Context: an optimization exercise on an open-source flow, tuned for small area. The choices shown serve that exercise and are no tape-out recipe.
Only simulation tests tie the RTL to the original design; equivalence was not proved.
Power is estimated from default activity; no workload was simulated.

**config.mk**
```make
export PLATFORM = sky130hd
export DESIGN_NAME = eCPU_top
export DESIGN_NICKNAME = eCPU_top
export VERILOG_FILES = /design/flow/design.v
export SDC_FILE = /design/flow/constraint.sdc
export NUM_CORES = 4
export LEC_CHECK = 0
export CAP_MARGIN = 20
export CORE_MARGIN = 2
export CORE_UTILIZATION = 40
export SLEW_MARGIN = 20
```
**constraint.sdc**
```tcl
create_clock -name core_clock -period 10.0 [get_ports {clk_i}]
set_input_delay 2.0000 -clock core_clock [delete_from_list [all_inputs] [get_ports {clk_i}]]
set_output_delay 2.0000 -clock core_clock [all_outputs]
set_load 0.01 [all_outputs]
```
**design.v**
```verilog
`default_nettype none
module regfile #(
    parameter int XLEN = 32,               
    parameter int REG_ADDR_WIDTH = 5,      
    parameter int NUM_REGS = 32            
)(
    input  wire logic                        clk_i,         
    input  wire logic                        rst_i,         
    input  wire logic [REG_ADDR_WIDTH-1:0]  rs1_addr_i,    
    output logic      [XLEN-1:0]            rs1_data_o,    
    input  wire logic [REG_ADDR_WIDTH-1:0]  rs2_addr_i,    
    output logic      [XLEN-1:0]            rs2_data_o,    
    input  wire logic [REG_ADDR_WIDTH-1:0]  rd_addr_i,     
    input  wire logic [XLEN-1:0]            rd_data_i,     
    input  wire logic                        rd_we_i        
);
    logic [XLEN-1:0] registers [1:NUM_REGS-1];
    always_ff @(posedge clk_i) begin
        if (rst_i) begin
            for (int i = 1; i < NUM_REGS; i++) begin
                registers[i] <= {XLEN{1'b0}};
            end
        end else if (rd_we_i && rd_addr_i != 5'b00000) begin
            registers[rd_addr_i] <= rd_data_i;
        end
    end
    always_comb begin
        if (rs1_addr_i == 5'b00000) begin
            rs1_data_o = {XLEN{1'b0}};            
        end else begin
            rs1_data_o = registers[rs1_addr_i];    
        end
    end
    always_comb begin
        if (rs2_addr_i == 5'b00000) begin
            rs2_data_o = {XLEN{1'b0}};            
        end else begin
            rs2_data_o = registers[rs2_addr_i];    
        end
    end
endmodule
`default_nettype wire 
`default_nettype none
module alu #(
    parameter int XLEN = 32   
)(
    input  wire logic [XLEN-1:0]     operand_a_i,   
    input  wire logic [XLEN-1:0]     operand_b_i,   
    input  wire logic [3:0]          alu_op_i,      
    output logic      [XLEN-1:0]     result_o,      
    output wire logic                zero_o,        
    output wire logic                negative_o,    
    output logic                     overflow_o,    
    output wire logic                carry_o        
);
    typedef enum logic [3:0] {
        ALU_ADD  = 4'b0000,   
        ALU_SUB  = 4'b0001,   
        ALU_AND  = 4'b0010,   
        ALU_OR   = 4'b0011,   
        ALU_XOR  = 4'b0100,   
        ALU_SLT  = 4'b0101,   
        ALU_SLTU = 4'b0110,   
        ALU_SLL  = 4'b0111,   
        ALU_SRL  = 4'b1000,   
        ALU_SRA  = 4'b1001,   
        ALU_LUI  = 4'b1010,   
        ALU_COPY = 4'b1011    
    } alu_op_t;
    logic [XLEN-1:0]   add_result;
    logic [XLEN-1:0]   sub_result;
    logic [XLEN-1:0]   and_result;
    logic [XLEN-1:0]   or_result;
    logic [XLEN-1:0]   xor_result;
    logic [XLEN-1:0]   slt_result;
    logic [XLEN-1:0]   sltu_result;
    logic [XLEN-1:0]   sll_result;
    logic [XLEN-1:0]   srl_result;
    logic [XLEN-1:0]   sra_result;
    logic [XLEN:0]     add_extended;   
    logic [XLEN:0]     sub_extended;   
    logic [4:0] shift_amount;
    assign shift_amount = operand_b_i[4:0];
    assign add_extended = {1'b0, operand_a_i} + {1'b0, operand_b_i};
    assign add_result = add_extended[XLEN-1:0];
    assign sub_extended = {1'b0, operand_a_i} - {1'b0, operand_b_i};
    assign sub_result = sub_extended[XLEN-1:0];
    assign and_result = operand_a_i & operand_b_i;
    assign or_result  = operand_a_i | operand_b_i;
    assign xor_result = operand_a_i ^ operand_b_i;
    assign slt_result = ($signed(operand_a_i) < $signed(operand_b_i)) ? {{(XLEN-1){1'b0}}, 1'b1} : {XLEN{1'b0}};
    assign sltu_result = (operand_a_i < operand_b_i) ? {{(XLEN-1){1'b0}}, 1'b1} : {XLEN{1'b0}};
    assign sll_result = operand_a_i << shift_amount;
    assign srl_result = operand_a_i >> shift_amount;
    assign sra_result = $signed(operand_a_i) >>> shift_amount;
    always_comb begin
        case (alu_op_i)
            ALU_ADD:  result_o = add_result;
            ALU_SUB:  result_o = sub_result;
            ALU_AND:  result_o = and_result;
            ALU_OR:   result_o = or_result;
            ALU_XOR:  result_o = xor_result;
            ALU_SLT:  result_o = slt_result;
            ALU_SLTU: result_o = sltu_result;
            ALU_SLL:  result_o = sll_result;
            ALU_SRL:  result_o = srl_result;
            ALU_SRA:  result_o = sra_result;
            ALU_LUI:  result_o = operand_b_i;         
            ALU_COPY: result_o = operand_a_i;         
            default:  result_o = {XLEN{1'b0}};        
        endcase
    end
    assign zero_o     = (result_o == {XLEN{1'b0}});
    assign negative_o = result_o[XLEN-1];
    assign carry_o = (alu_op_i == ALU_ADD) ? add_extended[XLEN] : 1'b0;
    always_comb begin
        case (alu_op_i)
            ALU_ADD: begin
                overflow_o = (operand_a_i[XLEN-1] == operand_b_i[XLEN-1]) && 
                           (result_o[XLEN-1] != operand_a_i[XLEN-1]);
            end
            ALU_SUB: begin
                overflow_o = (operand_a_i[XLEN-1] != operand_b_i[XLEN-1]) && 
                           (result_o[XLEN-1] == operand_b_i[XLEN-1]);
            end
            default: overflow_o = 1'b0;
        endcase
    end
endmodule
`default_nettype wire
`default_nettype none
module fetch #(
    parameter int XLEN = 32,               
    parameter int ADDR_WIDTH = 32,         
    parameter bit ENABLE_BRANCH_PREDICTION = 1   
)(
    input  wire logic                    clk_i,             
    input  wire logic                    rst_i,             
    input  wire logic                    stall_i,           
    input  wire logic                    branch_taken_i,    
    input  wire logic [ADDR_WIDTH-1:0]  branch_target_i,   
    input  wire logic                    bp_prediction_i,   
    input  wire logic [ADDR_WIDTH-1:0]  bp_target_i,       
    output wire logic                    imem_cyc_o,        
    output wire logic                    imem_stb_o,        
    output wire logic                    imem_we_o,         
    output wire logic [ADDR_WIDTH-1:0]  imem_adr_o,        
    output wire logic [XLEN-1:0]        imem_dat_o,        
    output wire logic [XLEN/8-1:0]      imem_sel_o,        
    input  wire logic                    imem_ack_i,        
    input  wire logic [XLEN-1:0]        imem_dat_i,        
    input  wire logic                    imem_err_i,        
    output logic [ADDR_WIDTH-1:0]       pc_o,              
    output logic [XLEN-1:0]             instr_o,           
    output logic                         instr_valid_o,     
    output logic                         stall_o            
);
    logic [ADDR_WIDTH-1:0] pc_reg;
    logic [ADDR_WIDTH-1:0] pc_next;
    logic [ADDR_WIDTH-1:0] pc_plus_4;
    logic                  fetch_valid;
    logic                  pc_update_enable;
    assign pc_plus_4 = pc_reg + 32'd4;
    always_comb begin
        if (branch_taken_i) begin
            pc_next = branch_target_i;
        end else if (ENABLE_BRANCH_PREDICTION && bp_prediction_i) begin
            pc_next = bp_target_i;
        end else begin
            pc_next = pc_plus_4;
        end
    end
    assign pc_update_enable = !stall_i && (branch_taken_i || (ENABLE_BRANCH_PREDICTION && bp_prediction_i) || imem_ack_i);
    always_ff @(posedge clk_i) begin
        if (rst_i) begin
            pc_reg <= {ADDR_WIDTH{1'b0}};   
        end else if (pc_update_enable) begin
            pc_reg <= pc_next;
        end
    end
    assign fetch_valid = !stall_i;
    assign imem_cyc_o = fetch_valid;
    assign imem_stb_o = fetch_valid;
    assign imem_we_o = 1'b0;                     
    assign imem_adr_o = pc_reg;                  
    assign imem_dat_o = {XLEN{1'b0}};           
    assign imem_sel_o = 4'b1111;                
    assign pc_o = pc_reg;
    assign instr_o = imem_dat_i;
    assign instr_valid_o = imem_ack_i && !imem_err_i;
    assign stall_o = stall_i;
endmodule
`default_nettype wire 
`default_nettype none
module decode #(
    parameter int XLEN = 32,               
    parameter int ILEN = 32,               
    parameter int ADDR_WIDTH = 32,         
    parameter int REG_ADDR_WIDTH = 5       
)(
    input  wire logic                        clk_i,            
    input  wire logic                        rst_i,            
    input  wire logic [ADDR_WIDTH-1:0]      pc_i,             
    input  wire logic [ILEN-1:0]            instr_i,          
    input  wire logic                        instr_valid_i,    
    input  wire logic                        stall_i,          
    input  wire logic [XLEN-1:0]            rs1_data_i,       
    input  wire logic [XLEN-1:0]            rs2_data_i,       
    output wire logic [REG_ADDR_WIDTH-1:0]  rs1_addr_o,       
    output wire logic [REG_ADDR_WIDTH-1:0]  rs2_addr_o,       
    input  wire logic [REG_ADDR_WIDTH-1:0]  rd_addr_wb_i,     
    input  wire logic [XLEN-1:0]            rd_data_wb_i,     
    input  wire logic                        reg_write_wb_i,   
    output logic [ADDR_WIDTH-1:0]           pc_o,             
    output logic [ILEN-1:0]                 instr_o,          
    output logic                             instr_valid_o,    
    output logic [REG_ADDR_WIDTH-1:0]       rs1_addr_reg_o,   
    output logic [REG_ADDR_WIDTH-1:0]       rs2_addr_reg_o,   
    output logic [REG_ADDR_WIDTH-1:0]       rd_addr_o,        
    output logic [XLEN-1:0]                 rs1_data_o,       
    output logic [XLEN-1:0]                 rs2_data_o,       
    output logic [XLEN-1:0]                 imm_o,            
    output logic [3:0]                      alu_op_o,         
    output logic                             alu_src_o,        
    output logic                             reg_write_o,      
    output logic                             mem_read_o,       
    output logic                             mem_write_o,      
    output logic [2:0]                      mem_size_o,       
    output logic                             branch_o,         
    output logic                             jump_o,           
    output logic [2:0]                      branch_type_o,    
    output logic                             stall_o           
);
    typedef enum logic [2:0] {
        FMT_R = 3'b000,     
        FMT_I = 3'b001,     
        FMT_S = 3'b010,     
        FMT_B = 3'b011,     
        FMT_U = 3'b100,     
        FMT_J = 3'b101      
    } instr_format_t;
    typedef enum logic [6:0] {
        OP_LUI     = 7'b0110111,   
        OP_AUIPC   = 7'b0010111,   
        OP_JAL     = 7'b1101111,   
        OP_JALR    = 7'b1100111,   
        OP_BRANCH  = 7'b1100011,   
        OP_LOAD    = 7'b0000011,   
        OP_STORE   = 7'b0100011,   
        OP_IMM     = 7'b0010011,   
        OP_REG     = 7'b0110011    
    } opcode_t;
    typedef enum logic [3:0] {
        ALU_ADD  = 4'b0000,   
        ALU_SUB  = 4'b0001,   
        ALU_AND  = 4'b0010,   
        ALU_OR   = 4'b0011,   
        ALU_XOR  = 4'b0100,   
        ALU_SLT  = 4'b0101,   
        ALU_SLTU = 4'b0110,   
        ALU_SLL  = 4'b0111,   
        ALU_SRL  = 4'b1000,   
        ALU_SRA  = 4'b1001,   
        ALU_LUI  = 4'b1010,   
        ALU_COPY = 4'b1011    
    } alu_op_t;
    logic [6:0]  opcode;
    logic [2:0]  funct3;
    logic [6:0]  funct7;
    logic [4:0]  rs1_addr;
    logic [4:0]  rs2_addr;
    logic [4:0]  rd_addr;
    logic [31:0] immediate;
    logic [2:0]  instr_format;
    logic        reg_write;
    logic        mem_read;
    logic        mem_write;
    logic [2:0]  mem_size;
    logic        branch;
    logic        jump;
    logic [2:0]  branch_type;
    logic [3:0]  alu_op;
    logic        alu_src;
    assign opcode   = instr_i[6:0];
    assign rd_addr  = instr_i[11:7];
    assign funct3   = instr_i[14:12];
    assign rs1_addr = instr_i[19:15];
    assign rs2_addr = instr_i[24:20];
    assign funct7   = instr_i[31:25];
    always_comb begin
        case (opcode)
            OP_LUI, OP_AUIPC:                instr_format = FMT_U;
            OP_JAL:                           instr_format = FMT_J;
            OP_JALR, OP_LOAD, OP_IMM:        instr_format = FMT_I;
            OP_BRANCH:                        instr_format = FMT_B;
            OP_STORE:                         instr_format = FMT_S;
            OP_REG:                           instr_format = FMT_R;
            default:                          instr_format = FMT_I;
        endcase
    end
    always_comb begin
        immediate = 32'h0;
        case (instr_format)
            FMT_I: begin
                immediate = {{20{instr_i[31]}}, instr_i[31:20]};
            end
            FMT_S: begin
                immediate = {{20{instr_i[31]}}, instr_i[31:25], instr_i[11:7]};
            end
            FMT_B: begin
                immediate = {{19{instr_i[31]}}, instr_i[31], instr_i[7], instr_i[30:25], instr_i[11:8], 1'b0};
            end
            FMT_U: begin
                immediate = {instr_i[31:12], 12'h0};
            end
            FMT_J: begin
                immediate = {{11{instr_i[31]}}, instr_i[31], instr_i[19:12], instr_i[20], instr_i[30:21], 1'b0};
            end
            default: immediate = 32'h0;
        endcase
    end
    always_comb begin
        reg_write    = 1'b0;
        mem_read     = 1'b0;
        mem_write    = 1'b0;
        mem_size     = 3'b010;  
        branch       = 1'b0;
        jump         = 1'b0;
        branch_type  = 3'b000;
        alu_op       = ALU_ADD;
        alu_src      = 1'b0;     
        case (opcode)
            OP_LUI: begin
                reg_write = 1'b1;
                alu_op = ALU_LUI;
                alu_src = 1'b1;  
            end
            OP_AUIPC: begin
                reg_write = 1'b1;
                alu_op = ALU_ADD;  
                alu_src = 1'b1;  
            end
            OP_JAL: begin
                reg_write = 1'b1;
                jump = 1'b1;
                alu_op = ALU_ADD;  
                alu_src = 1'b1;  
            end
            OP_JALR: begin
                reg_write = 1'b1;
                jump = 1'b1;
                alu_op = ALU_COPY;  
                alu_src = 1'b1;  
            end
            OP_BRANCH: begin
                branch = 1'b1;
                branch_type = funct3;
                alu_src = 1'b0;  
                case (funct3)
                    3'b000: alu_op = ALU_SUB;  
                    3'b001: alu_op = ALU_SUB;  
                    3'b100: alu_op = ALU_SLT;  
                    3'b101: alu_op = ALU_SLT;  
                    3'b110: alu_op = ALU_SLTU;  
                    3'b111: alu_op = ALU_SLTU;  
                    default: alu_op = ALU_SUB;
                endcase
            end
            OP_LOAD: begin
                reg_write = 1'b1;
                mem_read = 1'b1;
                alu_op = ALU_ADD;  
                alu_src = 1'b1;  
                case (funct3)
                    3'b000: mem_size = 3'b000;  
                    3'b001: mem_size = 3'b001;  
                    3'b010: mem_size = 3'b010;  
                    3'b100: mem_size = 3'b100;  
                    3'b101: mem_size = 3'b101;  
                    default: mem_size = 3'b010;
                endcase
            end
            OP_STORE: begin
                mem_write = 1'b1;
                alu_op = ALU_ADD;  
                alu_src = 1'b1;  
                case (funct3)
                    3'b000: mem_size = 3'b000;  
                    3'b001: mem_size = 3'b001;  
                    3'b010: mem_size = 3'b010;  
                    default: mem_size = 3'b010;
                endcase
            end
            OP_IMM: begin
                reg_write = 1'b1;
                alu_src = 1'b1;  
                case (funct3)
                    3'b000: alu_op = ALU_ADD;   
                    3'b010: alu_op = ALU_SLT;   
                    3'b011: alu_op = ALU_SLTU;  
                    3'b100: alu_op = ALU_XOR;   
                    3'b110: alu_op = ALU_OR;    
                    3'b111: alu_op = ALU_AND;   
                    3'b001: alu_op = ALU_SLL;   
                    3'b101: begin
                        if (funct7[5]) alu_op = ALU_SRA;  
                        else           alu_op = ALU_SRL;  
                    end
                    default: alu_op = ALU_ADD;
                endcase
            end
            OP_REG: begin
                reg_write = 1'b1;
                alu_src = 1'b0;  
                case (funct3)
                    3'b000: begin
                        if (funct7[5]) alu_op = ALU_SUB;  
                        else           alu_op = ALU_ADD;  
                    end
                    3'b001: alu_op = ALU_SLL;   
                    3'b010: alu_op = ALU_SLT;   
                    3'b011: alu_op = ALU_SLTU;  
                    3'b100: alu_op = ALU_XOR;   
                    3'b101: begin
                        if (funct7[5]) alu_op = ALU_SRA;  
                        else           alu_op = ALU_SRL;  
                    end
                    3'b110: alu_op = ALU_OR;    
                    3'b111: alu_op = ALU_AND;   
                    default: alu_op = ALU_ADD;
                endcase
            end
            default: begin
                reg_write = 1'b0;
                alu_op = ALU_ADD;
            end
        endcase
    end
    assign rs1_addr_o = rs1_addr;
    assign rs2_addr_o = rs2_addr;
    assign stall_o = stall_i;
    always_ff @(posedge clk_i) begin
        if (rst_i) begin
            pc_o <= {ADDR_WIDTH{1'b0}};
            instr_o <= {ILEN{1'b0}};
            instr_valid_o <= 1'b0;
            rs1_addr_reg_o <= {REG_ADDR_WIDTH{1'b0}};
            rs2_addr_reg_o <= {REG_ADDR_WIDTH{1'b0}};
            rd_addr_o <= {REG_ADDR_WIDTH{1'b0}};
            rs1_data_o <= {XLEN{1'b0}};
            rs2_data_o <= {XLEN{1'b0}};
            imm_o <= {XLEN{1'b0}};
            alu_op_o <= ALU_ADD;
            alu_src_o <= 1'b0;
            reg_write_o <= 1'b0;
            mem_read_o <= 1'b0;
            mem_write_o <= 1'b0;
            mem_size_o <= 3'b000;
            branch_o <= 1'b0;
            jump_o <= 1'b0;
            branch_type_o <= 3'b000;
        end else if (!stall_i) begin
            pc_o <= pc_i;
            instr_o <= instr_i;
            instr_valid_o <= instr_valid_i;
            rs1_addr_reg_o <= rs1_addr;
            rs2_addr_reg_o <= rs2_addr;
            rd_addr_o <= rd_addr;
            rs1_data_o <= rs1_data_i;
            rs2_data_o <= rs2_data_i;
            imm_o <= immediate;
            alu_op_o <= alu_op;
            alu_src_o <= alu_src;
            reg_write_o <= reg_write;
            mem_read_o <= mem_read;
            mem_write_o <= mem_write;
            mem_size_o <= mem_size;
            branch_o <= branch;
            jump_o <= jump;
            branch_type_o <= branch_type;
        end
    end
endmodule
`default_nettype wire 
`default_nettype none
module execute #(
    parameter int XLEN = 32,               
    parameter int ILEN = 32,               
    parameter int ADDR_WIDTH = 32,         
    parameter int REG_ADDR_WIDTH = 5       
)(
    input  wire logic                        clk_i,             
    input  wire logic                        rst_i,             
    input  wire logic [ADDR_WIDTH-1:0]      pc_i,              
    input  wire logic [ILEN-1:0]            instr_i,           
    input  wire logic                        instr_valid_i,     
    input  wire logic [XLEN-1:0]            rs1_data_i,        
    input  wire logic [XLEN-1:0]            rs2_data_i,        
    input  wire logic [REG_ADDR_WIDTH-1:0]  rd_addr_i,         
    input  wire logic [XLEN-1:0]            imm_i,             
    input  wire logic [3:0]                 alu_op_i,          
    input  wire logic                        alu_src_i,         
    input  wire logic                        reg_write_i,       
    input  wire logic                        mem_read_i,        
    input  wire logic                        mem_write_i,       
    input  wire logic [2:0]                 mem_size_i,        
    input  wire logic                        branch_i,          
    input  wire logic                        jump_i,            
    input  wire logic [2:0]                 branch_type_i,     
    input  wire logic                        stall_i,           
    input  wire logic [1:0]                 forward_a_i,       
    input  wire logic [1:0]                 forward_b_i,       
    input  wire logic [XLEN-1:0]           alu_result_mem_i,  
    input  wire logic [XLEN-1:0]           rd_data_wb_i,      
    output logic [ADDR_WIDTH-1:0]          pc_o,              
    output logic [ILEN-1:0]                instr_o,           
    output logic                            instr_valid_o,     
    output logic [REG_ADDR_WIDTH-1:0]      rd_addr_o,         
    output logic [XLEN-1:0]                alu_result_o,      
    output logic [XLEN-1:0]                rs2_data_o,        
    output logic                            reg_write_o,       
    output logic                            mem_read_o,        
    output logic                            mem_write_o,       
    output logic [2:0]                     mem_size_o,        
    output logic                            branch_taken_o,    
    output logic [ADDR_WIDTH-1:0]          branch_target_o,   
    output logic                            stall_o            
);
    typedef enum logic [2:0] {
        BRANCH_EQ  = 3'b000,     
        BRANCH_NE  = 3'b001,     
        BRANCH_LT  = 3'b100,     
        BRANCH_GE  = 3'b101,     
        BRANCH_LTU = 3'b110,     
        BRANCH_GEU = 3'b111      
    } branch_type_t;
    typedef enum logic [1:0] {
        FORWARD_NONE = 2'b00,     
        FORWARD_MEM  = 2'b01,     
        FORWARD_WB   = 2'b10      
    } forward_t;
    logic [XLEN-1:0] operand_a;
    logic [XLEN-1:0] operand_b;
    logic [XLEN-1:0] operand_b_forwarded;
    logic [XLEN-1:0] alu_result;
    logic            alu_zero;
    logic            alu_negative;
    logic            alu_overflow;
    logic            alu_carry;
    logic            branch_condition;
    logic [ADDR_WIDTH-1:0] branch_target;
    logic            take_branch;
    logic            take_jump;
    always_comb begin
        case (forward_a_i)
            FORWARD_MEM:  operand_a = alu_result_mem_i;
            FORWARD_WB:   operand_a = rd_data_wb_i;
            default:      operand_a = rs1_data_i;
        endcase
    end
    always_comb begin
        case (forward_b_i)
            FORWARD_MEM:  operand_b_forwarded = alu_result_mem_i;
            FORWARD_WB:   operand_b_forwarded = rd_data_wb_i;
            default:      operand_b_forwarded = rs2_data_i;
        endcase
    end
    assign operand_b = alu_src_i ? imm_i : operand_b_forwarded;
    alu #(
        .XLEN(XLEN)
    ) u_alu (
        .operand_a_i(operand_a),
        .operand_b_i(operand_b),
        .alu_op_i(alu_op_i),
        .result_o(alu_result),
        .zero_o(alu_zero),
        .negative_o(alu_negative),
        .overflow_o(alu_overflow),
        .carry_o(alu_carry)
    );
    always_comb begin
        branch_condition = 1'b0;
        if (branch_i) begin
            case (branch_type_i)
                BRANCH_EQ:  branch_condition = alu_zero;
                BRANCH_NE:  branch_condition = !alu_zero;
                BRANCH_LT:  branch_condition = alu_negative;
                BRANCH_GE:  branch_condition = !alu_negative;
                BRANCH_LTU: branch_condition = !alu_carry;
                BRANCH_GEU: branch_condition = alu_carry;
                default:    branch_condition = 1'b0;
            endcase
        end
    end
    always_comb begin
        if (jump_i) begin
            if (alu_op_i == 4'b1011) begin  
                branch_target = operand_a + imm_i;
            end else begin
                branch_target = pc_i + imm_i;
            end
        end else begin
            branch_target = pc_i + imm_i;
        end
    end
    assign take_branch = branch_i && branch_condition;
    assign take_jump = jump_i;
    assign branch_taken_o = take_branch || take_jump;
    assign branch_target_o = branch_target;
    assign stall_o = stall_i;
    always_ff @(posedge clk_i) begin
        if (rst_i) begin
            pc_o <= {ADDR_WIDTH{1'b0}};
            instr_o <= {ILEN{1'b0}};
            instr_valid_o <= 1'b0;
            rd_addr_o <= {REG_ADDR_WIDTH{1'b0}};
            alu_result_o <= {XLEN{1'b0}};
            rs2_data_o <= {XLEN{1'b0}};
            reg_write_o <= 1'b0;
            mem_read_o <= 1'b0;
            mem_write_o <= 1'b0;
            mem_size_o <= 3'b000;
        end else begin
            if (!stall_i) begin
                pc_o <= pc_i;
                instr_o <= instr_i;
                instr_valid_o <= instr_valid_i;
                rd_addr_o <= rd_addr_i;
                alu_result_o <= alu_result;
                rs2_data_o <= operand_b_forwarded;  
                reg_write_o <= reg_write_i;
                mem_read_o <= mem_read_i;
                mem_write_o <= mem_write_i;
                mem_size_o <= mem_size_i;
            end
        end
    end
endmodule
`default_nettype wire 
`default_nettype none
module memory #(
    parameter int XLEN = 32,               
    parameter int ILEN = 32,               
    parameter int ADDR_WIDTH = 32,         
    parameter int REG_ADDR_WIDTH = 5       
)(
    input  wire logic                        clk_i,          
    input  wire logic                        rst_i,          
    input  wire logic [ADDR_WIDTH-1:0]      pc_i,           
    input  wire logic [ILEN-1:0]            instr_i,        
    input  wire logic                        instr_valid_i,  
    input  wire logic [REG_ADDR_WIDTH-1:0]  rd_addr_i,      
    input  wire logic [XLEN-1:0]            alu_result_i,   
    input  wire logic [XLEN-1:0]            rs2_data_i,     
    input  wire logic                        reg_write_i,    
    input  wire logic                        mem_read_i,     
    input  wire logic                        mem_write_i,    
    input  wire logic [2:0]                  mem_size_i,     
    input  wire logic                        stall_i,        
    output wire logic                        dmem_cyc_o,     
    output wire logic                        dmem_stb_o,     
    output wire logic                        dmem_we_o,      
    output wire logic [ADDR_WIDTH-1:0]      dmem_adr_o,     
    output wire logic [XLEN-1:0]            dmem_dat_o,     
    output wire logic [XLEN/8-1:0]          dmem_sel_o,     
    input  wire logic                        dmem_ack_i,     
    input  wire logic [XLEN-1:0]            dmem_dat_i,     
    input  wire logic                        dmem_err_i,     
    output logic [ADDR_WIDTH-1:0]           pc_o,           
    output logic [ILEN-1:0]                 instr_o,        
    output logic                             instr_valid_o,  
    output logic [REG_ADDR_WIDTH-1:0]       rd_addr_o,      
    output logic [XLEN-1:0]                 alu_result_o,   
    output logic [XLEN-1:0]                 mem_data_o,     
    output logic                             reg_write_o,    
    output logic                             stall_o         
);
    typedef enum logic [2:0] {
        MEM_BYTE      = 3'b000,   
        MEM_HALFWORD  = 3'b001,   
        MEM_WORD      = 3'b010,   
        MEM_BYTE_U    = 3'b100,   
        MEM_HALFWORD_U = 3'b101    
    } mem_size_t;
    logic [XLEN-1:0] aligned_store_data;
    logic [3:0] byte_select;
    logic [XLEN-1:0] load_data_raw;
    logic [XLEN-1:0] load_data_processed;
    logic [1:0] byte_offset;
    logic mem_operation;
    logic mem_misaligned;
    assign byte_offset = alu_result_i[1:0];
    assign mem_operation = mem_read_i || mem_write_i;
    always_comb begin
        mem_misaligned = 1'b0;
        case (mem_size_i)
            MEM_HALFWORD, MEM_HALFWORD_U: mem_misaligned = byte_offset[0];
            MEM_WORD: mem_misaligned = (byte_offset != 2'b00);
            default: mem_misaligned = 1'b0;  
        endcase
    end
    always_comb begin
        aligned_store_data = {XLEN{1'b0}};
        case (mem_size_i)
            MEM_BYTE, MEM_BYTE_U: begin
                case (byte_offset)
                    2'b00: aligned_store_data = {24'h0, rs2_data_i[7:0]};
                    2'b01: aligned_store_data = {16'h0, rs2_data_i[7:0], 8'h0};
                    2'b10: aligned_store_data = {8'h0, rs2_data_i[7:0], 16'h0};
                    2'b11: aligned_store_data = {rs2_data_i[7:0], 24'h0};
                endcase
            end
            MEM_HALFWORD, MEM_HALFWORD_U: begin
                case (byte_offset[1])
                    1'b0: aligned_store_data = {16'h0, rs2_data_i[15:0]};
                    1'b1: aligned_store_data = {rs2_data_i[15:0], 16'h0};
                endcase
            end
            MEM_WORD: begin
                aligned_store_data = rs2_data_i;
            end
            default: aligned_store_data = rs2_data_i;
        endcase
    end
    always_comb begin
        byte_select = 4'b0000;
        case (mem_size_i)
            MEM_BYTE, MEM_BYTE_U: begin
                case (byte_offset)
                    2'b00: byte_select = 4'b0001;
                    2'b01: byte_select = 4'b0010;
                    2'b10: byte_select = 4'b0100;
                    2'b11: byte_select = 4'b1000;
                endcase
            end
            MEM_HALFWORD, MEM_HALFWORD_U: begin
                case (byte_offset[1])
                    1'b0: byte_select = 4'b0011;
                    1'b1: byte_select = 4'b1100;
                endcase
            end
            MEM_WORD: begin
                byte_select = 4'b1111;
            end
            default: byte_select = 4'b1111;
        endcase
    end
    assign dmem_cyc_o = mem_operation && !mem_misaligned && instr_valid_i && !stall_i;
    assign dmem_stb_o = mem_operation && !mem_misaligned && instr_valid_i && !stall_i;
    assign dmem_we_o = mem_write_i;
    assign dmem_adr_o = {alu_result_i[ADDR_WIDTH-1:2], 2'b00};  
    assign dmem_dat_o = aligned_store_data;
    assign dmem_sel_o = byte_select;
    assign load_data_raw = dmem_dat_i;
    always_comb begin
        load_data_processed = {XLEN{1'b0}};
        if (mem_read_i && dmem_ack_i) begin
            case (mem_size_i)
                MEM_BYTE: begin
                    case (byte_offset)
                        2'b00: load_data_processed = {{24{load_data_raw[7]}}, load_data_raw[7:0]};
                        2'b01: load_data_processed = {{24{load_data_raw[15]}}, load_data_raw[15:8]};
                        2'b10: load_data_processed = {{24{load_data_raw[23]}}, load_data_raw[23:16]};
                        2'b11: load_data_processed = {{24{load_data_raw[31]}}, load_data_raw[31:24]};
                    endcase
                end
                MEM_BYTE_U: begin
                    case (byte_offset)
                        2'b00: load_data_processed = {24'h0, load_data_raw[7:0]};
                        2'b01: load_data_processed = {24'h0, load_data_raw[15:8]};
                        2'b10: load_data_processed = {24'h0, load_data_raw[23:16]};
                        2'b11: load_data_processed = {24'h0, load_data_raw[31:24]};
                    endcase
                end
                MEM_HALFWORD: begin
                    case (byte_offset[1])
                        1'b0: load_data_processed = {{16{load_data_raw[15]}}, load_data_raw[15:0]};
                        1'b1: load_data_processed = {{16{load_data_raw[31]}}, load_data_raw[31:16]};
                    endcase
                end
                MEM_HALFWORD_U: begin
                    case (byte_offset[1])
                        1'b0: load_data_processed = {16'h0, load_data_raw[15:0]};
                        1'b1: load_data_processed = {16'h0, load_data_raw[31:16]};
                    endcase
                end
                MEM_WORD: begin
                    load_data_processed = load_data_raw;
                end
                default: load_data_processed = load_data_raw;
            endcase
        end
    end
    always_ff @(posedge clk_i) begin
        if (rst_i) begin
            pc_o <= {ADDR_WIDTH{1'b0}};
            instr_o <= {ILEN{1'b0}};
            instr_valid_o <= 1'b0;
            rd_addr_o <= {REG_ADDR_WIDTH{1'b0}};
            alu_result_o <= {XLEN{1'b0}};
            mem_data_o <= {XLEN{1'b0}};
            reg_write_o <= 1'b0;
            stall_o <= 1'b0;
        end else if (!stall_i) begin
            pc_o <= pc_i;
            instr_o <= instr_i;
            instr_valid_o <= instr_valid_i;
            rd_addr_o <= rd_addr_i;
            alu_result_o <= alu_result_i;
            mem_data_o <= load_data_processed;
            reg_write_o <= reg_write_i;
            stall_o <= 1'b0;
        end else begin
            stall_o <= stall_i;
        end
    end
endmodule
`default_nettype wire 
`default_nettype none
module writeback #(
    parameter int XLEN = 32,               
    parameter int REG_ADDR_WIDTH = 5,      
    parameter int ILEN = 32                
)(
    input  wire logic                        clk_i,          
    input  wire logic                        rst_i,          
    input  wire logic [REG_ADDR_WIDTH-1:0]  rd_addr_i,      
    input  wire logic [XLEN-1:0]            alu_result_i,   
    input  wire logic [XLEN-1:0]            mem_data_i,     
    input  wire logic                        reg_write_i,    
    input  wire logic [ILEN-1:0]            instr_i,        
    output wire logic [REG_ADDR_WIDTH-1:0]  rd_addr_o,      
    output logic      [XLEN-1:0]            rd_data_o,      
    output wire logic                        reg_write_o     
);
    logic [6:0] opcode;
    logic is_load_instr;
    assign opcode = instr_i[6:0];
    assign is_load_instr = (opcode == 7'b0000011);
    always_comb begin
        if (is_load_instr) begin
            rd_data_o = mem_data_i;      
        end else begin
            rd_data_o = alu_result_i;    
        end
    end
    assign rd_addr_o = rd_addr_i;
    assign reg_write_o = reg_write_i;
endmodule
`default_nettype wire 
`default_nettype none
module hazard_unit #(
    parameter int REG_ADDR_WIDTH = 5       
)(
    input  wire logic [REG_ADDR_WIDTH-1:0]  rs1_addr_d_i,    
    input  wire logic [REG_ADDR_WIDTH-1:0]  rs2_addr_d_i,    
    input  wire logic [REG_ADDR_WIDTH-1:0]  rd_addr_e_i,     
    input  wire logic                        mem_read_e_i,    
    input  wire logic                        reg_write_e_i,   
    input  wire logic [REG_ADDR_WIDTH-1:0]  rd_addr_m_i,     
    input  wire logic                        reg_write_m_i,   
    output wire logic                        stall_o,         
    output logic      [1:0]                  forward_a_o,     
    output logic      [1:0]                  forward_b_o      
);
    typedef enum logic [1:0] {
        FORWARD_NONE = 2'b00,     
        FORWARD_MEM  = 2'b01,     
        FORWARD_WB   = 2'b10      
    } forward_t;
    logic load_use_hazard;
    always_comb begin
        load_use_hazard = 1'b0;
        if (mem_read_e_i && reg_write_e_i && (rd_addr_e_i != 5'b00000)) begin
            if ((rs1_addr_d_i == rd_addr_e_i) || (rs2_addr_d_i == rd_addr_e_i)) begin
                load_use_hazard = 1'b1;
            end
        end
    end
    assign stall_o = load_use_hazard;
    always_comb begin
        forward_a_o = FORWARD_NONE;
        if (reg_write_m_i && (rd_addr_m_i != 5'b00000) && (rd_addr_m_i == rs1_addr_d_i)) begin
            forward_a_o = FORWARD_MEM;
        end
    end
    always_comb begin
        forward_b_o = FORWARD_NONE;
        if (reg_write_m_i && (rd_addr_m_i != 5'b00000) && (rd_addr_m_i == rs2_addr_d_i)) begin
            forward_b_o = FORWARD_MEM;
        end
    end
endmodule
`default_nettype wire 
`default_nettype none
module branch_predictor #(
    parameter int ADDR_WIDTH = 32         
)(
    input  wire logic                   clk_i,           
    input  wire logic                   rst_i,           
    input  wire logic [ADDR_WIDTH-1:0] pc_i,            
    output wire logic                   prediction_o,    
    output wire logic [ADDR_WIDTH-1:0] target_o,        
    input  wire logic                   update_i,        
    input  wire logic [ADDR_WIDTH-1:0] update_pc_i,     
    input  wire logic                   actual_taken_i,  
    input  wire logic [ADDR_WIDTH-1:0] actual_target_i  
);
    assign prediction_o = 1'b0;
    assign target_o = {ADDR_WIDTH{1'b0}};
endmodule
`default_nettype wire
`default_nettype none
module eCPU_top #(
    parameter int XLEN = 32,                     
    parameter int ILEN = 32,                     
    parameter int ADDR_WIDTH = 32,               
    parameter int REG_ADDR_WIDTH = 5,            
    parameter int IMEM_SIZE = 16384,             
    parameter int DMEM_SIZE = 16384,             
    parameter bit ENABLE_BRANCH_PREDICTION = 1   
)(
    input  wire logic                   clk_i,           
    input  wire logic                   rst_i,           
    output wire logic                   imem_cyc_o,      
    output wire logic                   imem_stb_o,      
    output wire logic                   imem_we_o,       
    output wire logic [ADDR_WIDTH-1:0] imem_adr_o,      
    output wire logic [XLEN-1:0]       imem_dat_o,      
    output wire logic [XLEN/8-1:0]     imem_sel_o,      
    input  wire logic                   imem_ack_i,      
    input  wire logic [XLEN-1:0]       imem_dat_i,      
    input  wire logic                   imem_err_i,      
    output wire logic                   dmem_cyc_o,      
    output wire logic                   dmem_stb_o,      
    output wire logic                   dmem_we_o,       
    output wire logic [ADDR_WIDTH-1:0] dmem_adr_o,      
    output wire logic [XLEN-1:0]       dmem_dat_o,      
    output wire logic [XLEN/8-1:0]     dmem_sel_o,      
    input  wire logic                   dmem_ack_i,      
    input  wire logic [XLEN-1:0]       dmem_dat_i,      
    input  wire logic                   dmem_err_i,      
    output wire logic [ADDR_WIDTH-1:0] debug_pc_o,      
    output wire logic [ILEN-1:0]       debug_instr_o,   
    output wire logic                   debug_valid_o,   
    output wire logic [63:0]            cycle_count_o,   
    output wire logic [63:0]            instr_count_o,   
    output wire logic [63:0]            stall_count_o    
);
    logic [ADDR_WIDTH-1:0] pc_f;
    logic [ILEN-1:0]       instr_f;
    logic                  instr_valid_f;
    logic                  stall_f;
    logic [ADDR_WIDTH-1:0] pc_d;
    logic [ILEN-1:0]       instr_d;
    logic                  instr_valid_d;
    logic [REG_ADDR_WIDTH-1:0] rs1_addr_d;
    logic [REG_ADDR_WIDTH-1:0] rs2_addr_d;
    logic [REG_ADDR_WIDTH-1:0] rd_addr_d;
    logic [XLEN-1:0]       rs1_data_d;
    logic [XLEN-1:0]       rs2_data_d;
    logic [XLEN-1:0]       rs1_data_regfile;
    logic [XLEN-1:0]       rs2_data_regfile;
    logic [XLEN-1:0]       imm_d;
    logic [3:0]            alu_op_d;
    logic                  alu_src_d;
    logic                  reg_write_d;
    logic                  mem_read_d;
    logic                  mem_write_d;
    logic [2:0]            mem_size_d;
    logic                  branch_d;
    logic                  jump_d;
    logic [2:0]            branch_type_d;
    logic                  stall_d;
    logic [ADDR_WIDTH-1:0] pc_e;
    logic [ILEN-1:0]       instr_e;
    logic                  instr_valid_e;
    logic [REG_ADDR_WIDTH-1:0] rd_addr_e;
    logic [XLEN-1:0]       alu_result_e;
    logic [XLEN-1:0]       rs2_data_e;
    logic                  reg_write_e;
    logic                  mem_read_e;
    logic                  mem_write_e;
    logic [2:0]            mem_size_e;
    logic                  branch_taken_e;
    logic [ADDR_WIDTH-1:0] branch_target_e;
    logic                  stall_e;
    logic [ADDR_WIDTH-1:0] pc_m;
    logic [ILEN-1:0]       instr_m;
    logic                  instr_valid_m;
    logic [REG_ADDR_WIDTH-1:0] rd_addr_m;
    logic [XLEN-1:0]       alu_result_m;
    logic [XLEN-1:0]       mem_data_m;
    logic                  reg_write_m;
    logic                  stall_m;
    logic [REG_ADDR_WIDTH-1:0] rd_addr_w;
    logic [XLEN-1:0]       rd_data_w;
    logic                  reg_write_w;
    logic                  hazard_stall;
    logic [1:0]            forward_a;
    logic [1:0]            forward_b;
    logic                  bp_prediction;
    logic [ADDR_WIDTH-1:0] bp_target;
    logic                  bp_update;
    logic                  bp_actual;
    logic [ADDR_WIDTH-1:0] bp_pc;
    logic [63:0] cycle_counter;
    logic [63:0] instr_counter;
    logic [63:0] stall_counter;
    always_ff @(posedge clk_i) begin
        if (rst_i) begin
            cycle_counter <= 64'h0;
            instr_counter <= 64'h0;
            stall_counter <= 64'h0;
        end else begin
            cycle_counter <= cycle_counter + 64'h1;
            if (instr_valid_m && !stall_m) begin
                instr_counter <= instr_counter + 64'h1;
            end
            if (hazard_stall) begin
                stall_counter <= stall_counter + 64'h1;
            end
        end
    end
    assign cycle_count_o = cycle_counter;
    assign instr_count_o = instr_counter;
    assign stall_count_o = stall_counter;
    assign debug_pc_o = pc_m;
    assign debug_instr_o = instr_m;
    assign debug_valid_o = instr_valid_m;
    regfile #(
        .XLEN(XLEN),
        .REG_ADDR_WIDTH(REG_ADDR_WIDTH),
        .NUM_REGS(32)
    ) u_regfile (
        .clk_i(clk_i),
        .rst_i(rst_i),
        .rs1_addr_i(rs1_addr_d),
        .rs1_data_o(rs1_data_regfile),
        .rs2_addr_i(rs2_addr_d),
        .rs2_data_o(rs2_data_regfile),
        .rd_addr_i(rd_addr_w),
        .rd_data_i(rd_data_w),
        .rd_we_i(reg_write_w)
    );
    fetch #(
        .XLEN(XLEN),
        .ADDR_WIDTH(ADDR_WIDTH),
        .ENABLE_BRANCH_PREDICTION(ENABLE_BRANCH_PREDICTION)
    ) u_fetch (
        .clk_i(clk_i),
        .rst_i(rst_i),
        .stall_i(hazard_stall),
        .branch_taken_i(branch_taken_e),
        .branch_target_i(branch_target_e),
        .bp_prediction_i(bp_prediction),
        .bp_target_i(bp_target),
        .imem_cyc_o(imem_cyc_o),
        .imem_stb_o(imem_stb_o),
        .imem_we_o(imem_we_o),
        .imem_adr_o(imem_adr_o),
        .imem_dat_o(imem_dat_o),
        .imem_sel_o(imem_sel_o),
        .imem_ack_i(imem_ack_i),
        .imem_dat_i(imem_dat_i),
        .imem_err_i(imem_err_i),
        .pc_o(pc_f),
        .instr_o(instr_f),
        .instr_valid_o(instr_valid_f),
        .stall_o(stall_f)
    );
    decode #(
        .XLEN(XLEN),
        .ILEN(ILEN),
        .ADDR_WIDTH(ADDR_WIDTH),
        .REG_ADDR_WIDTH(REG_ADDR_WIDTH)
    ) u_decode (
        .clk_i(clk_i),
        .rst_i(rst_i),
        .pc_i(pc_f),
        .instr_i(instr_f),
        .instr_valid_i(instr_valid_f),
        .stall_i(hazard_stall),
        .rs1_data_i(rs1_data_regfile),
        .rs2_data_i(rs2_data_regfile),
        .rs1_addr_o(rs1_addr_d),   
        .rs2_addr_o(rs2_addr_d),   
        .rd_addr_wb_i(rd_addr_w),
        .rd_data_wb_i(rd_data_w),
        .reg_write_wb_i(reg_write_w),
        .pc_o(pc_d),
        .instr_o(instr_d),
        .instr_valid_o(instr_valid_d),
        .rs1_addr_reg_o(),   
        .rs2_addr_reg_o(),   
        .rd_addr_o(rd_addr_d),
        .rs1_data_o(rs1_data_d),
        .rs2_data_o(rs2_data_d),
        .imm_o(imm_d),
        .alu_op_o(alu_op_d),
        .alu_src_o(alu_src_d),
        .reg_write_o(reg_write_d),
        .mem_read_o(mem_read_d),
        .mem_write_o(mem_write_d),
        .mem_size_o(mem_size_d),
        .branch_o(branch_d),
        .jump_o(jump_d),
        .branch_type_o(branch_type_d),
        .stall_o(stall_d)
    );
    execute #(
        .XLEN(XLEN),
        .ILEN(ILEN),
        .ADDR_WIDTH(ADDR_WIDTH),
        .REG_ADDR_WIDTH(REG_ADDR_WIDTH)
    ) u_execute (
        .clk_i(clk_i),
        .rst_i(rst_i),
        .pc_i(pc_d),
        .instr_i(instr_d),
        .instr_valid_i(instr_valid_d),
        .rs1_data_i(rs1_data_d),
        .rs2_data_i(rs2_data_d),
        .rd_addr_i(rd_addr_d),
        .imm_i(imm_d),
        .alu_op_i(alu_op_d),
        .alu_src_i(alu_src_d),
        .reg_write_i(reg_write_d),
        .mem_read_i(mem_read_d),
        .mem_write_i(mem_write_d),
        .mem_size_i(mem_size_d),
        .branch_i(branch_d),
        .jump_i(jump_d),
        .branch_type_i(branch_type_d),
        .stall_i(hazard_stall),
        .forward_a_i(forward_a),
        .forward_b_i(forward_b),
        .alu_result_mem_i(alu_result_m),
        .rd_data_wb_i(rd_data_w),
        .pc_o(pc_e),
        .instr_o(instr_e),
        .instr_valid_o(instr_valid_e),
        .rd_addr_o(rd_addr_e),
        .alu_result_o(alu_result_e),
        .rs2_data_o(rs2_data_e),
        .reg_write_o(reg_write_e),
        .mem_read_o(mem_read_e),
        .mem_write_o(mem_write_e),
        .mem_size_o(mem_size_e),
        .branch_taken_o(branch_taken_e),
        .branch_target_o(branch_target_e),
        .stall_o(stall_e)
    );
    memory #(
        .XLEN(XLEN),
        .ILEN(ILEN),
        .ADDR_WIDTH(ADDR_WIDTH),
        .REG_ADDR_WIDTH(REG_ADDR_WIDTH)
    ) u_memory (
        .clk_i(clk_i),
        .rst_i(rst_i),
        .pc_i(pc_e),
        .instr_i(instr_e),
        .instr_valid_i(instr_valid_e),
        .rd_addr_i(rd_addr_e),
        .alu_result_i(alu_result_e),
        .rs2_data_i(rs2_data_e),
        .reg_write_i(reg_write_e),
        .mem_read_i(mem_read_e),
        .mem_write_i(mem_write_e),
        .mem_size_i(mem_size_e),
        .stall_i(hazard_stall),
        .dmem_cyc_o(dmem_cyc_o),
        .dmem_stb_o(dmem_stb_o),
        .dmem_we_o(dmem_we_o),
        .dmem_adr_o(dmem_adr_o),
        .dmem_dat_o(dmem_dat_o),
        .dmem_sel_o(dmem_sel_o),
        .dmem_ack_i(dmem_ack_i),
        .dmem_dat_i(dmem_dat_i),
        .dmem_err_i(dmem_err_i),
        .pc_o(pc_m),
        .instr_o(instr_m),
        .instr_valid_o(instr_valid_m),
        .rd_addr_o(rd_addr_m),
        .alu_result_o(alu_result_m),
        .mem_data_o(mem_data_m),
        .reg_write_o(reg_write_m),
        .stall_o(stall_m)
    );
    writeback #(
        .XLEN(XLEN),
        .REG_ADDR_WIDTH(REG_ADDR_WIDTH),
        .ILEN(ILEN)
    ) u_writeback (
        .clk_i(clk_i),
        .rst_i(rst_i),
        .rd_addr_i(rd_addr_m),
        .alu_result_i(alu_result_m),
        .mem_data_i(mem_data_m),
        .reg_write_i(reg_write_m),
        .instr_i(instr_m),
        .rd_addr_o(rd_addr_w),
        .rd_data_o(rd_data_w),
        .reg_write_o(reg_write_w)
    );
    hazard_unit #(
        .REG_ADDR_WIDTH(REG_ADDR_WIDTH)
    ) u_hazard_unit (
        .rs1_addr_d_i(rs1_addr_d),
        .rs2_addr_d_i(rs2_addr_d),
        .rd_addr_e_i(rd_addr_e),
        .mem_read_e_i(mem_read_e),
        .reg_write_e_i(reg_write_e),
        .rd_addr_m_i(rd_addr_m),
        .reg_write_m_i(reg_write_m),
        .stall_o(hazard_stall),
        .forward_a_o(forward_a),
        .forward_b_o(forward_b)
    );
    generate
        if (ENABLE_BRANCH_PREDICTION) begin : gen_branch_predictor
            branch_predictor #(
                .ADDR_WIDTH(ADDR_WIDTH)
            ) u_branch_predictor (
                .clk_i(clk_i),
                .rst_i(rst_i),
                .pc_i(pc_f),
                .prediction_o(bp_prediction),
                .target_o(bp_target),
                .update_i(bp_update),
                .update_pc_i(bp_pc),
                .actual_taken_i(bp_actual),
                .actual_target_i(branch_target_e)
            );
            assign bp_update = branch_taken_e;
            assign bp_actual = branch_taken_e;
            assign bp_pc = pc_e;
        end else begin : gen_no_branch_predictor
            assign bp_prediction = 1'b0;
            assign bp_target = {ADDR_WIDTH{1'b0}};
        end
    endgenerate
endmodule
`default_nettype wire 
```
**run.sh**
```bash
#!/bin/bash
# synth_recipe.tcl (not shown) runs the flow's synth.tcl, then flattens the netlist and writes it again
# the make line also repeats each setting of config.mk as NAME=value (left out here)
make -C /OpenROAD-flow-scripts/flow DESIGN_CONFIG=/design/flow/config.mk WORK_HOME=/design/flow/orfs CLKGATE_MAP_FILE= SYNTH_SCRIPT=/design/flow/synth_recipe.tcl finish
```
==> flow_summary.toml <==
[outcome]
status = "finished clean"

[cts]
clk_latency_ns = 0.88
holdBufCountCts = 0
clock_path_buffers = 3
clock_sinks = 1691
post-cts-setup-buffers = 0
cts_tree = "built"
cts_resized = 0
root_buffer = "clkbuf_16"
h-tree-depth = 4
cts.clk_slew.worst_paths_ns = 0.07
cts_inserted_buffers = 188

[floorplan]
start_util_pct = 40.2
die_h_um = 485
num_io_pins = 469
die_w_um = 485
die_area_sq_um = 235000
fp.coreArea_sq_um = 230000
rows = 176

[global_route]
grt_pass1_vias = 73804
grtUsageTotal_pct = 32.8
overflow = 0
grt_pass1_wl_um = 555000
antenna_found_initial = 26
grt_start_max_net_pins = 153

[sta]
relSlewSlack_pct = 8.96
fin_setup_tns_ns = 0
tightestPinTransition_ns = 1.37
skew_ns = 0.0715
fin_ws_ns = 1.04
grt_setup_unrepaired = "false"
max_clock_freq_ghz = 0.112
period_minus_slack_ns = 8.96
finalHoldViolCount = 0
finalCritPeriodShare_pct = 89.6
setup_violations = 0
drv_slew = 0

[critical_path]
crit_path_start_kind = "input pin"
cp.required_ns = 10.70
crit_fanout = 12
critPathCaptureType = "flip-flop"
criticalPathCategory = "in -> reg"
reg2reg_slack_ns = 1.40
slowest_delay_ns = 0.67
worstPathArrival_ns = 9.66
worst_path_most_repeated_cell = "buf_4"
crit_slowest_cell = "a21oi_1"

[detailed_routing]
antenna_left = 0
avgRoutedWirePerCell_um = 32.3
drtIter0Drc = 10705
first_pass_iters = 7
vias = 77888
wl_um = 399000
via_per_inst = 6.31
drc = 0

[placed_design]
dp_slack_ns = 0.461
dp_cells = 11994
gp_congestion = 1.00
place_hpwl_um = 275000
io_buffers = 428

[synthesis]
synth_edf_count = 1024
synthTopCellsByArea = "edfxtp_1 (33%), dfxtp_1 (14%), mux4_2 (11%)"
synth_warnings = 9
ys_seq_area_share_pct = 47.6
synth_top_area_share_pct = 33.2
syn_area_per_cell_sq_um = 10.3
synth_top_cell_by_area = "edfxtp_1"
syn_area_sq_um = 92600
async_reset_ff_share_pct = 0
synth_most_common_cell = "nor2_1"
ys_ff_latch = 1691
synth.distinct_cells = 97
ys.flop_type = "edfxtp_1"
ys_top_cells_by_count = "nor2_1 (1,556), edfxtp_1 (1,024), nand2_1 (932)"
syn_inst = 8949

[finish]
final_cells = 12352
multi_input_area_sq_um = 45300
largest_reg_flops = 1024
fillerInstances = 21241
drive_gt1_share_pct = 14.4
syn2layout_area_growth_pct = 15.5
regMostFlops = "u_regfile.registers"
post-route-util_pct = 46.5
nets = 9404
seq_area_sq_um = 44100

[job]
cap_violations = 0

[power_and_ir_drop]
powerDensity_nw_per_um2 = 164
irDropWorstVdd_mv = 0.157
power.leakage_nw = 37.7
p_total_mw = 17.5

[hold_path]
min_path_type = "reg -> reg"
[placed cells by master (no fill, tap or decap), types with 71 or more instances in the layout]
cell type,n
xnor2_1,88
o22ai_1,122
ha_1,170
nor3_1,154
o221ai_1,88
mux4_2,460
a221oi_1,91
buf_4,312
a211oi_1,92
mux2i_1,310
or3_1,72
xor2_1,140
conb_1,71
nand3_1,126
clkdlybuf4s50_1,417
edfxtp_1,1024
o211ai_1,83
nor2_1,1551
inv_1,182
nand2b_1,86
dfxtp_1,665
clkbuf_16,191
o21ai_0,295
mux2_2,137
a21oi_1,554
nand2_1,896
[layout make-up]
cell class | instances | area share [%]
repair buffers | 751 | 6.45
well taps | 3026 | 3.54
clock inverters | 92 | 0.872
flip-flops and latches | 1691 | 41.3
inverters | 190 | 0.679
multi-input cells | 6338 | 42.4
clock buffers | 252 | 4.81
diodes | 12 | 0.0281
[kinds of logic after synthesis]
family          share of synthesized area (%)
buf+inv                                  4.41
flops                                    47.6
other cells                           0.00811
simple gates                             14.8
xor+xnor                                 2.16
compound gates                           11.9
fa+ha+maj                                2.38
mux                                      16.7
[critical path: cells and delay by family]
| family | cells | cell delay, ns |
|---|---|---|
| simple gates | 11 | 3.03 |
| compound gates | 9 | 2.66 |
| buf+inv | 7 | 1.14 |
| fa+ha+maj | 2 | 0.64 |
| xor+xnor | 1 | 0.18 |
[stage by stage]
stage	cell area (sq um)	hold slack [ns]
5_1_grt	107000	0.466
6_report	107000	0.443
3_3_place_gp	101000	0.437
4_1_cts	107000	0.431
2_1_floorplan	92800	0.419
3_5_place_dp	101000	0.438
[path summary, 6_finish.rpt]
| check | start | to | cells after the start |
|---|---|---|---|
| max | imem_dat_i[22] | u_fetch.pc_reg[4] | 30 |
| min | u_decode.mem_size_o[0] | u_execute.mem_size_o[0] | 2 |
| max reg2reg | u_memory.rd_addr_o[3] | u_fetch.pc_reg[4] | 29 |
| min reg2reg | u_decode.mem_size_o[0] | u_execute.mem_size_o[0] | 2 |
[layer usage]
metal  wire length, um  global-route usage (%)  vias up
met4             28200                    20.0       12
met1            150000                    41.7    38800
met5                77                       0        -
met2            175000                    49.9     4975
met3             45700                    8.87      973
li1                  -                       -    33128
[power by group]
group	total [mW]	internal [mW]	switching [mW]	leakage [nW]
logic	2.76	0.934	1.83	18.7
clock network	6.92	3.86	3.05	2.94
registers	7.83	7.61	0.220	16.0
total	17.5	12.4	5.10	37.7

[re-timing with driven ports]
In the flow no input, the clock included, has a driving cell. The finished layout below was timed again as built, in two steps. Step 1 (the two cells are an assumption about what drives the block):
set clk [get_ports {clk_i}]
set_driving_cell -lib_cell sky130_fd_sc_hd__clkbuf_16 $clk
set_driving_cell -lib_cell sky130_fd_sc_hd__buf_2 [delete_from_list [all_inputs] $clk]
Step 2 also shifts input and output timing later by t, the mid clock arrival at the registers, as if the neighbouring blocks saw the same clock. a / b / c = no drivers / after step 1 / after step 2; a / b = the first two.
shift t [ns]: 0.930
setup slack, ns: 1.039 / 1.102 / 0.172
latest minus earliest clock arrival (ns): 0.076 / 0.076
After both steps this run still meets setup and hold. The setup slack of this run moves by +0.063 ns with the drivers and by -0.867 ns with both steps.
